What follows belongs to an exercise in optimizing a design on an open flow for small area, a short achievable clock period and few clock cycles per item; a production flow would make more cautious choices. In this exercise RTL edits were held to simulation tests only and were not proved equivalent to the original. Power and IR drop assume default switching activity.

run 1:
## Mult
module Mult (MultStart, out_A, out_B, rst, clk, HI, LOW, EndMult);
Size: ~2300 cells after synthesis, ~26000 um^2 of cells after synthesis.
export LEC_CHECK = 0
export CAP_MARGIN = 20
export CORE_MARGIN = 2
export CORE_UTILIZATION = 40
export CTS_BUF_LIST = sky130_fd_sc_hd__clkbuf_4 sky130_fd_sc_hd__clkbuf_8
export PLACE_DENSITY = 0.8
export SETUP_SLACK_MARGIN = 1.5
export SLEW_MARGIN = 20
export SYNTH_HIERARCHICAL = 1
export SYNTH_MINIMUM_KEEP_SIZE = 0
export TNS_END_PERCENT = 20
create_clock -name core_clock -period 6.5 [get_ports {clk}]
standard.sh (not shown) runs the stock make flow with config.mk's settings and CLKGATE_MAP_FILE= SYNTH_SCRIPT=/design/flow/synth_recipe.tcl, a recipe that flattens the netlist after the stock synthesis.
==> flow/flow/run.sh <==
#!/bin/bash
# The standard layout (the standard.sh: ORFS synthesis to finish), except that
# the port buffers are sky130_fd_sc_hd__buf_2 rather than the delay-cell buffer
# that buffer_ports picks by default. The make output goes to standard.log; ORFS
# keeps each step's own log under orfs/logs/.
set -uo pipefail
bash standard.sh "BUFFER_PORTS_ARGS=-buffer_cell sky130_fd_sc_hd__buf_2" finish > standard.log 2>&1
Testbench counts of run 1, summed over its fixed seeds: cycles 960, items 960.
### run 1 -> run 2
- removing PLACE_DENSITY (formerly 0.8)
- changing SETUP_SLACK_MARGIN from 1.5 to 1.7
==> run notes <==
- For run 1, the last element of the critical path was C[27], unlike run 2, where it was HI[27].
- Compared with run 1, global-route wire length before repair in run 2 increased by a few percent.
- Re proportion of register bits with asynchronous set or reset after synthesis: no difference whatsoever between run 1 and run 2.
- Detailed-route wire length (run 2 over run 1): increase, about 5%
- Diff run 1..run 2 | synthesized-area fraction occupied by ao, oa, aoi and oai cells | unchanged
- Run 2 completed every stage of the flow, and the final layout passed the timing, design-rule and antenna checks.
Inputs modified between run 2 and run 3:
- SETUP_SLACK_MARGIN now 1.5, was 1.7
- TNS_END_PERCENT now 0, was 20
- CTS_BUF_LIST no longer set, was sky130_fd_sc_hd__clkbuf_4 sky130_fd_sc_hd__clkbuf_8
==> comparison <==
Ratio of cells with drive above 1 in the final layout in run 3 vs run 2: down 3.7 points. Run 3 has number of gates given a new drive strength after cts below what run 2 had. The design area of run 3 is lower than that of run 2. Setup TNS: run 3 vs run 2, no meaningful difference. Utilization on run 3 is down relative to run 2. Of run 3 and run 2, it is run 3 that has the lower leakage power figure. Reported for run 3 and run 2, overflow left after global routing turned out identical to the last digit.
--- input diff run 3..run 4 ---
- changing TNS_END_PERCENT from 0 to 20
==> comparison <==
Run 4 -> run 3: max capacitance violation total delta 0, exact match
Taking run 3 as the reference, in run 4 worst setup margin rose by 0.028 ns; design area about even.
[inputs] run 5 vs run 4
- TNS_END_PERCENT removed (was 20)
- SETUP_SLACK_MARGIN changed from 1.5 to 1.6
==> flow/flow/run.sh <==
#!/bin/bash
# The standard layout (the standard.sh: ORFS synthesis to finish), except that
# the port buffers are sky130_fd_sc_hd__buf_4 rather than the delay-cell buffer
# that buffer_ports picks by default. The make output goes to standard.log; ORFS
# keeps each step's own log under orfs/logs/.
set -uo pipefail
bash standard.sh "BUFFER_PORTS_ARGS=-buffer_cell sky130_fd_sc_hd__buf_4" finish > standard.log 2>&1
### Flow results
- Max clock period minus final worst setup slack across run 4 and run 5: run 4
- Diff run 4 -> run 5 | relative max-transition margin | increase of 11 points
- There was hardly any difference in clock-pin slew reported for the worst setup and hold paths after clock tree synthesis between run 4 and run 5.
- Wire length (run 5 vs. run 4) increases slightly
- On clock buffer count, run 4 and run 5 are neck and neck.
- Run comparison: run 4 highest routed metal layer met5; run 5 highest routed metal layer met4
- Total global-route track usage: run 5 vs run 4, no meaningful difference
- Per the comparison of run 5 with run 4, critical path data required time went down 0.02 ns, wire length on met1 went up 3.1%, worst endpoint data arrival time went down 0.11 ns.

---

Setup of S:
Mult again, from the RTL that the note above started with.
Settings: LEC_CHECK=0, CAP_MARGIN=20, CORE_MARGIN=2, CORE_UTILIZATION=40, SETUP_SLACK_MARGIN=1.5, SLEW_MARGIN=20, SYNTH_HIERARCHICAL=1, SYNTH_MINIMUM_KEEP_SIZE=0; clock period 6.5 ns.
==> flow/flow/run.sh <==
#!/bin/bash
# The standard layout (the standard.sh: ORFS synthesis to finish), except that
# the port buffers are sky130_fd_sc_hd__buf_4 rather than the delay-cell buffer
# that buffer_ports picks by default. The make output goes to standard.log; ORFS
# keeps each step's own log under orfs/logs/.
set -uo pipefail
bash standard.sh "BUFFER_PORTS_ARGS=-buffer_cell sky130_fd_sc_hd__buf_4" finish > standard.log 2>&1
Testbench counts of S, summed over its fixed seeds: cycles 960, items 960.
## Diff of input files: R against S
==> flow/flow/run.sh <==
#!/bin/bash
# The standard layout (the standard.sh: ORFS synthesis to finish), except that
# the port buffers are sky130_fd_sc_hd__buf_2 rather than the delay-cell buffer
# that buffer_ports picks by default. The make output goes to standard.log; ORFS
# keeps each step's own log under orfs/logs/.
set -uo pipefail
bash standard.sh "BUFFER_PORTS_ARGS=-buffer_cell sky130_fd_sc_hd__buf_2" finish > standard.log 2>&1
[summary]
On overall routed net length, R does worse than S. Compared with S, R shows a power that is about 4% lower. On leakage power summed over all cells: between R and S, it ends up higher for S. Global-route wire length before repair delta for R relative to S: 1.4% higher. Comparing R and S, the higher mean routed wirelength per cell is on R. Compared to S, R has relative contribution of sequential cells to total power 0.5 points higher. Maximum frequency delta for R relative to S: 1.2 MHz lower. R vs S — placed standard-cell area dropped 190 µm². A destination of the critical timing path of C[25] is what R shows, while C[32] belongs to S. Compared with S, R instantiates a larger number of standard cells. R — core utilization 0.46 points lower, S as reference.

---

Setup of P:
Starting RTL as in the previous note.
// Mult
module Mult (MultStart, out_A, out_B, rst, clk, HI, LOW, EndMult);
export LEC_CHECK = 0
export CAP_MARGIN = 20
export CORE_MARGIN = 2
export CORE_UTILIZATION = 40
export SETUP_SLACK_MARGIN = 1.7
export SLEW_MARGIN = 20
export SYNTH_HIERARCHICAL = 1
export SYNTH_MINIMUM_KEEP_SIZE = 0
create_clock -name core_clock -period 6.5 [get_ports {clk}]
==> flow/flow/run.sh <==
#!/bin/bash
# The standard layout (the standard.sh: ORFS synthesis to finish), except that
# the port buffers are sky130_fd_sc_hd__buf_4 rather than the delay-cell buffer
# that buffer_ports picks by default. The make output goes to standard.log; ORFS
# keeps each step's own log under orfs/logs/.
set -uo pipefail
bash standard.sh "BUFFER_PORTS_ARGS=-buffer_cell sky130_fd_sc_hd__buf_4" finish > standard.log 2>&1
Testbench counts of P, summed over its fixed seeds: cycles 960, items 960.
What Q does differently from P at the input level:
- swapping 1.7 for 1.5 in SETUP_SLACK_MARGIN
- putting CTS_BUF_LIST at sky130_fd_sc_hd__clkbuf_4 sky130_fd_sc_hd__clkbuf_8 where nothing was set
[summary]
- Timing, DRC, antenna: 0 failures across P and Q
- Compared with P, Q shows cell area that has gone down by a few percent.
- Area of all sequential standard cells: P vs Q — no meaningful difference
- The total via count in the routed design in Q sits 2.4% below the value recorded for P.
- Diff P -> Q: number of cells in the design after placement held steady, portion of the layout cell area used by clock cells shrank by 0.40 points, first-pass GRT wire length shrank by 4.2 mm.
- The final clock period utilization by the worst path number comes out lower for P vs Q.
- Q vs P — power dropped by a few percent

==> what the ideal ports hide <==
The flow's constraints put no driver on any port. The routed layouts listed below were extracted and timed again, unchanged, in two steps.
Step 1 assumes that a clkbuf_16 drives the clock port and a buf_2 every other input.
Step 2 moves the port delays by t, midway between the first and last clock arrival at a register: inputs arrive t later, outputs are due t later. That takes back most of the time a late clock gives input paths.
a / b / c = ideal ports / drivers / drivers and shift; a / b = the first two.
| run | shift t [ns] | setup slack, ns | worst hold slack (ns) |
|---|---|---|---|
| run 1 | 0.621 | 1.538 / 1.538 / 0.946 | 0.876 / 0.839 / 1.461 |
| run 2 | 0.620 | 1.679 / 1.619 / 1.145 | 0.889 / 0.853 / 1.473 |
| run 3 | 0.546 | 1.527 / 1.538 / 0.992 | 0.963 / 0.931 / 1.477 |
| run 4 | 0.546 | 1.555 / 1.586 / 1.043 | 0.964 / 0.932 / 1.478 |
| run 5 | 0.548 | 1.653 / 1.656 / 1.114 | 0.968 / 0.933 / 1.481 |
| S | 0.554 | 1.589 / 1.606 / 1.074 | 0.962 / 0.930 / 1.483 |
| R | 0.548 | 1.559 / 1.597 / 1.049 | 0.961 / 0.927 / 1.475 |
| P | 0.554 | 1.701 / 1.640 / 1.109 | 0.956 / 0.925 / 1.479 |
| Q | 0.614 | 1.567 / 1.547 / 0.970 | 0.893 / 0.865 / 1.479 |
After both steps setup and hold are still met in every run listed. The setup slack of Q, which loses most, moves by -0.020 ns with the drivers and by -0.597 ns with both steps.
